From an optimization exercise on the open Yosys and OpenROAD flow, aimed at small area, a short achievable clock period and few clock cycles; shortcuts taken in it are not production practice. Only simulation tests tie the RTL to the original design; equivalence was not proved.

--- design/flow/config.mk ---
export PLATFORM = sky130hd
export DESIGN_NAME = accelerator_interface
export DESIGN_NICKNAME = accelerator_interface
export VERILOG_FILES = /design/flow/design.v
export SDC_FILE = /design/flow/constraint.sdc
export NUM_CORES = 4
export LEC_CHECK = 0
export CAP_MARGIN = 20
export CORE_MARGIN = 2
export CORE_UTILIZATION = 40
export SLEW_MARGIN = 20
--- design/flow/constraint.sdc ---
create_clock -name core_clock -period 120.0 [get_ports {clk}]
set_input_delay 24.0000 -clock core_clock [delete_from_list [all_inputs] [get_ports {clk}]]
set_output_delay 24.0000 -clock core_clock [all_outputs]
set_load 0.01 [all_outputs]
--- design/flow/design.v ---
module modulo #(parameter DATA_WIDTH = 8)(
  input  logic [DATA_WIDTH-1:0] hi,
  input  logic [DATA_WIDTH-1:0] lo,
  input  logic [DATA_WIDTH-1:0] modulant,
  output logic [DATA_WIDTH-1:0] out
);
logic [DATA_WIDTH-1:0] r [0:DATA_WIDTH];
assign r[0] = hi;
genvar i;
generate
  for (i = 0; i < DATA_WIDTH; i++) begin : g_step
    logic [DATA_WIDTH:0]   d;
    logic [DATA_WIDTH+1:0] t;
    assign d = {r[i], lo[DATA_WIDTH-1-i]};
    assign t = {1'b0, d} - {2'b00, modulant};
    assign r[i+1] = t[DATA_WIDTH+1] ? d[DATA_WIDTH-1:0] : t[DATA_WIDTH-1:0];
  end
endgenerate
assign out = r[DATA_WIDTH];
endmodule
module multiplicator #(parameter DATA_WIDTH = 8)(
  input  logic [DATA_WIDTH-1:0]   x,
  input  logic [DATA_WIDTH-1:0]   y,
  input  logic [DATA_WIDTH-1:0]   z,
  input  logic                    cin,
  output logic [2*DATA_WIDTH-1:0] out
);
localparam int W = DATA_WIDTH;
logic [W-1:0] s [0:W-1];    
logic [W-1:0] c [0:W-1];    
genvar k, j;
generate
  for (k = 0; k < W; k++) begin : g_row
    for (j = 0; j < W; j++) begin : g_col
      logic p, u, v;
      assign p = x[j] & y[k];
      if (k == 0) begin : g_first
        assign u = z[j];
        assign v = (j == 0) ? cin : 1'b0;
      end else begin : g_next
        assign u = (j == W-1) ? 1'b0 : s[k-1][j+1];
        assign v = c[k-1][j];
      end
      assign s[k][j] = p ^ u ^ v;
      assign c[k][j] = (p & u) | (v & (p ^ u));
    end
    assign out[k] = s[k][0];
  end
endgenerate
assign out[2*W-1:W] = {1'b0, s[W-1][W-1:1]} + c[W-1];
endmodule
module accelerator_interface #(parameter DATA_WIDTH = 8)(
  input  logic [DATA_WIDTH-1:0] a,
  input  logic [DATA_WIDTH-1:0] b,
  input  logic [DATA_WIDTH-1:0] modulant,
  input  logic                  start,
  input  logic [2:0]            control,
  input  logic                  clk,
  output logic [DATA_WIDTH-1:0] result,
  output logic                  finished
);
typedef enum logic [2:0] {
  S_IDLE = 3'd0, S_ADD = 3'd1, S_SUB = 3'd2, S_DIV1 = 3'd3,
  S_DIV2 = 3'd4, S_MUL = 3'd5, S_EXP0 = 3'd6, S_EXP = 3'd7
} state_t;
state_t state;
logic [7:0] r;       
logic [7:0] a_r;     
logic [7:0] e_r;     
logic [7:0] m_r;     
logic [2:0] j;       
logic       pm;      
logic       fin;
logic [2:0] lead;    
always_comb begin
  lead = 3'd0;
  for (int k = 0; k < 8; k++)
    if (e_r[k]) lead = k[2:0];
end
logic [2:0] nidx;    
logic       nbit;
assign nidx = ((state == S_EXP0) ? lead : j) - 3'd1;
assign nbit = e_r[nidx];
logic [7:0]  y_op, z_op;
logic        cin;
logic [15:0] prod;
logic [7:0]  hi, lo;
logic [7:0]  red;
always_comb begin
  y_op = 8'd1;
  z_op = 8'd0;
  cin  = 1'b0;
  case (state)
    S_ADD:  z_op = e_r;
    S_SUB:  begin z_op = ~e_r; cin = 1'b1; end
    S_MUL:  y_op = e_r;
    S_EXP0: y_op = r;
    S_EXP:  y_op = pm ? a_r : r;
    default: ;
  endcase
end
multiplicator #(.DATA_WIDTH(8)) u_mul (.x(r), .y(y_op), .z(z_op), .cin(cin), .out(prod));
always_comb begin
  hi = prod[15:8];
  lo = prod[7:0];
  case (state)
    S_SUB:  hi = prod[8] ? 8'd0 : {m_r[7:1], 1'b0};
    S_DIV2: begin hi = r; lo = e_r; end
    default: ;
  endcase
end
modulo #(.DATA_WIDTH(8)) u_red (.hi(hi), .lo(lo), .modulant(m_r), .out(red));
always_ff @(posedge clk) begin
  if (start) begin
    a_r <= a;
    e_r <= b;
    m_r <= modulant;
    pm  <= 1'b0;
    j   <= 3'd0;
    r   <= (control == 3'b011) ? 8'd1 : a;
    fin <= (control == 3'b011);
    case (control)
      3'b000:  state <= S_ADD;
      3'b001:  state <= S_SUB;
      3'b010:  state <= S_DIV1;
      3'b100:  state <= S_MUL;
      3'b101:  state <= S_EXP0;
      default: state <= S_IDLE;
    endcase
  end else begin
    case (state)
      S_ADD, S_SUB, S_MUL, S_DIV2: begin
        r     <= red;
        fin   <= 1'b1;
        state <= S_IDLE;
      end
      S_DIV1: begin
        r     <= red;
        state <= S_DIV2;
      end
      S_EXP0: begin
        if (lead == 3'd0) begin
          if (!e_r[0]) r <= 8'd1;
          fin   <= 1'b1;
          state <= S_IDLE;
        end else begin
          r   <= red;               
          j   <= nidx;
          pm  <= nbit;
          if (nidx == 3'd0 && !nbit) begin
            fin   <= 1'b1;
            state <= S_IDLE;
          end else
            state <= S_EXP;
        end
      end
      S_EXP: begin
        r <= red;
        if (pm) begin
          pm <= 1'b0;
          if (j == 3'd0) begin
            fin   <= 1'b1;
            state <= S_IDLE;
          end
        end else begin
          j  <= nidx;
          pm <= nbit;
          if (nidx == 3'd0 && !nbit) begin
            fin   <= 1'b1;
            state <= S_IDLE;
          end
        end
      end
      default: ;
    endcase
  end
end
assign result   = r;
assign finished = fin;
endmodule
--- design/flow/run.sh ---
#!/bin/bash
# synth_recipe.tcl (not shown) runs the flow's synth.tcl, then flattens the netlist and writes it again
# the make line also repeats each setting of config.mk as NAME=value (left out here)
make -C /OpenROAD-flow-scripts/flow DESIGN_CONFIG=/design/flow/config.mk WORK_HOME=/design/flow/orfs CLKGATE_MAP_FILE= SYNTH_SCRIPT=/design/flow/synth_recipe.tcl finish
==> flow_metrics.py <==
metrics = {
    "worst_setup_path": {
        "cp-end-kind": "register",
        "arrival_ps": 26180,
        "cp_common_cell": "a21o_1",
        "critPathKind": "reg2reg",
        "slowest_delay_ps": 720,
        "slowest_stage": "edfxtp_1",
        "crit_required_ps": 120010,
        "worstSetupStartpointType": "register",
        "cp_max_fo": 21,
    },
    "flow_run": {
        "maxCapViolCount": 0,
    },
    "cts": {
        "htreeDepth": 2,
        "postCtsHoldBufs": 0,
        "cts_resized": 0,
        "cts_tree": "built",
        "clk_pin_slew_ps": 60,
        "clock_sinks": 40,
        "root_buffer": "clkbuf_16",
        "clk_latency_ps": 280,
        "clk_path_buf_depth": 2,
        "cts_setup_buffers": 0,
        "numCtsBuffers": 5,
    },
    "synth": {
        "syn_nets": 1073,
        "async_flop_share_pct": 0,
        "synth_simple_gate_area_share_pct": 18.4,
        "ys_seq_area_share_pct": 14.7,
        "synth_edf_count": 36,
        "synth_top_flop_cell": "edfxtp_1",
        "yosys_warnings": 6,
        "synth_top_family_by_area": "adder cells",
        "yosys_register_bits": 40,
        "ys_types": 79,
        "synth_compound_area_share_pct": 20.3,
        "synth-adder-area-share_pct": 28.7,
        "synth_area_leaders": "fa_1, ha_1, edfxtp_1",
        "synth_top_area_share_pct": 14.9,
        "synth_top_area_cell": "fa_1",
        "postSynthCellCount": 898,
        "synth_area_mm2": 0.00791,
        "avgSynthCellArea_um2": 8.81,
        "synth_xor_area_share_pct": 5.08,
        "yosys-mux-area-fraction_pct": 7.56,
    },
    "drt": {
        "viasPerCell": 5.54,
        "drtIter0Drc": 467,
        "route.detailed.drc": 0,
        "vias": 6576,
        "wl_per_cell_um": 17.6,
        "firstDrtPassIters": 6,
        "wl_um": 20900,
        "antenna_left": 0,
    },
    "finish": {
        "fin_nets": 1096,
        "final_area_mm2": 0.00870,
        "syn_to_final_growth_pct": 10.0,
        "drive_above_1_share_pct": 6.29,
        "antennaDiodeCount": 0,
        "nFillCells": 1910,
        "final_cells": 1187,
    },
    "placed_design": {
        "post-place-ws_ps": 93700,
        "dp.cells": 1179,
        "gp_congestion": 0.878,
        "placed_cell_area_mm2": 0.00853,
        "dpl.hpwl_um": 17000,
        "port_buffers": 37,
    },
    "floorplanning": {
        "die_w_um": 145,
        "fp.dieH_um": 145,
        "rows": 51,
        "die_area_mm2": 0.0209,
        "coreArea_mm2": 0.0195,
        "start_util_pct": 40.6,
        "io_pins": 38,
    },
    "timing": {
        "finClkSkew_ps": 6.60,
        "timing.final.crit_period_ps": 26170,
        "hold_viol_final": 0,
        "fin_crit_sh_pct": 21.8,
        "final-setup-viol-count": 0,
        "fin_setup_tns_ps": 0,
        "report.final.slew_viol_count": 0,
        "fin_ws_ps": 93830,
        "max_freq_mhz": 38.2,
        "rsz0062_at_grt": "no",
        "tightest_slew_ps": 766,
        "slew_headroom_pct": 48.7,
    },
    "global_route": {
        "grt_use_total_pct": 20.4,
        "grt_pass1_vias": 6384,
        "busiest_layer": "met2",
        "met2_usage_pct": 33.3,
        "antenna_found_initial": 0,
        "use_met3_pct": 1.42,
        "grt_pass1_wl_um": 33600,
        "grt_max_degree": 33,
        "grt_overflow": 0,
        "grtUsageMet1_pct": 30.2,
    },
    "status": {
        "outcome": "no timing/DRC/antenna violations",
    },
    "hold_path": {
        "hold_class": "reg2reg",
    },
}
[registers in the layout, summed over array words and instances, names as in the netlist]
| name | cells |
|---|---|
| e_r | 8 |
| pm | 1 |
| r | 8 |
| j | 3 |
| fin | 1 |
| m_r | 8 |
| a_r | 8 |
| state | 3 |
[synth_stat cells (5+ instances only)]
cell	instances
a21boi_0	5
o311ai_1	5
a221o_1	5
xor2_1	12
nand4_1	8
nand2_1	72
nand2b_1	13
inv_1	81
a211oi_1	6
o21ai_0	37
nor2b_1	31
nor3b_1	5
nor3_1	17
o21a_1	15
xnor2_1	32
nor2_1	58
and2_1	43
o211ai_1	7
a21oi_1	50
edfxtp_1	36
mux2i_1	23
nand3_1	6
nor4_1	5
o31ai_1	8
a21o_1	27
clkbuf_1	17
o31a_1	5
ha_1	87
mux2_2	23
a22oi_1	12
fa_1	59
[kinds of logic (layout without fill, tap and decap cells)]
logic type               count (synthesis)  in the layout
AO/OA/AOI/OAI                          227            227
adder cells (fa/ha/maj)                146            146
XOR/XNOR                                45             45
AND/OR/NAND/NOR                        282            282
buffers and inverters                  106            130
flip-flops                              40             40
multiplexers                            52             52
[layer usage]
metal  wire length [um]  up-vias
met4                280        0
met5                  0        -
met2               9670      160
met1              10100     3133
met3                872       20
li1                   -     3263
[critical path, delay by kind of cell (launching register included)]
family	cells	cell delay, ps
fa+ha+maj	18	6600
mux	7	2690
compound gates	46	11590
simple gates	18	3770
buf+inv	3	270
xor+xnor	1	210
flops	1	720
[path summary, 6_finish.rpt]
path,start,endpoint,slack (ps),cells past startpoint
worst max-delay path,state[0]$_DFFE_PP_,r[2]$_DFFE_PP_,93830,93
worst min-delay path,j[0]$_SDFFE_PP0P_,j[0]$_SDFFE_PP0P_,530,2
worst max register to register,state[0]$_DFFE_PP_,r[2]$_DFFE_PP_,93830,93
worst min register to register,j[0]$_SDFFE_PP0P_,j[0]$_SDFFE_PP0P_,530,2
[metrics by stage]
stage                     util (%)  hold slack, ps
after floorplan                  -             483
after global placement        43.8             506
after detailed placement      43.8             519
after CTS                     44.7             528
after global routing          44.7             565
final                         44.7             533
[cell usage in the layout (no fill, tap or decap), types with 4 or more instances in the layout]
cell / n
a211oi_1: 6
a21boi_0: 5
a21o_1: 27
a21oi_1: 50
a221o_1: 5
a22oi_1: 12
and2_1: 43
buf_4: 4
clkbuf_16: 5
clkdlybuf4s50_1: 37
dfxtp_1: 4
edfxtp_1: 36
fa_1: 59
ha_1: 87
inv_1: 81
mux2_2: 23
mux2i_1: 23
nand2_1: 72
nand2b_1: 13
nand3_1: 6
nand4_1: 8
nor2_1: 58
nor2b_1: 31
nor3_1: 17
nor3b_1: 5
nor4_1: 5
o211ai_1: 7
o21a_1: 15
o21ai_0: 37
o311ai_1: 5
o31a_1: 5
o31ai_1: 8
or2_2: 4
xnor2_1: 32
xor2_1: 12
[final cells by class]
| class | count | area (um2) | area share [%] |
|---|---|---|---|
| Multi-Input combinational cell | 752 | 6330 | 72.8 |
| Sequential cell | 40 | 1160 | 13.3 |
| Timing Repair Buffer | 41 | 400 | 4.60 |
| Tap cell | 265 | 332 | 3.81 |
| Inverter | 81 | 304 | 3.50 |
| Clock buffer | 5 | 125 | 1.44 |
| Clock inverter | 3 | 47.5 | 0.547 |
Testbench counts, summed over its fixed seeds: cycles 8,036.

==> separate check: timing with driven ports <==
In the flow no input, the clock included, has a driving cell. The finished layout below was timed again as built, in two steps. Step 1, drivers: a clkbuf_16 drives clk and a buf_2 each remaining input, both assumed. Step 2 moves the port delays by t, midway between the first and last clock arrival at a register: inputs arrive t later, outputs are due t later. That takes back most of the time a late clock gives input paths. Slacks: ideal / step 1 / step 2; pairs: ideal / step 1.
t (ns): 0.314
slack for setup (ns): 93.830 / 93.830 / 93.740
worst setup path at the end: input to register
After both steps setup and hold are still met in this run. For this run, drivers alone change the setup slack by 0.000 ns; drivers and shift together by -0.090 ns.
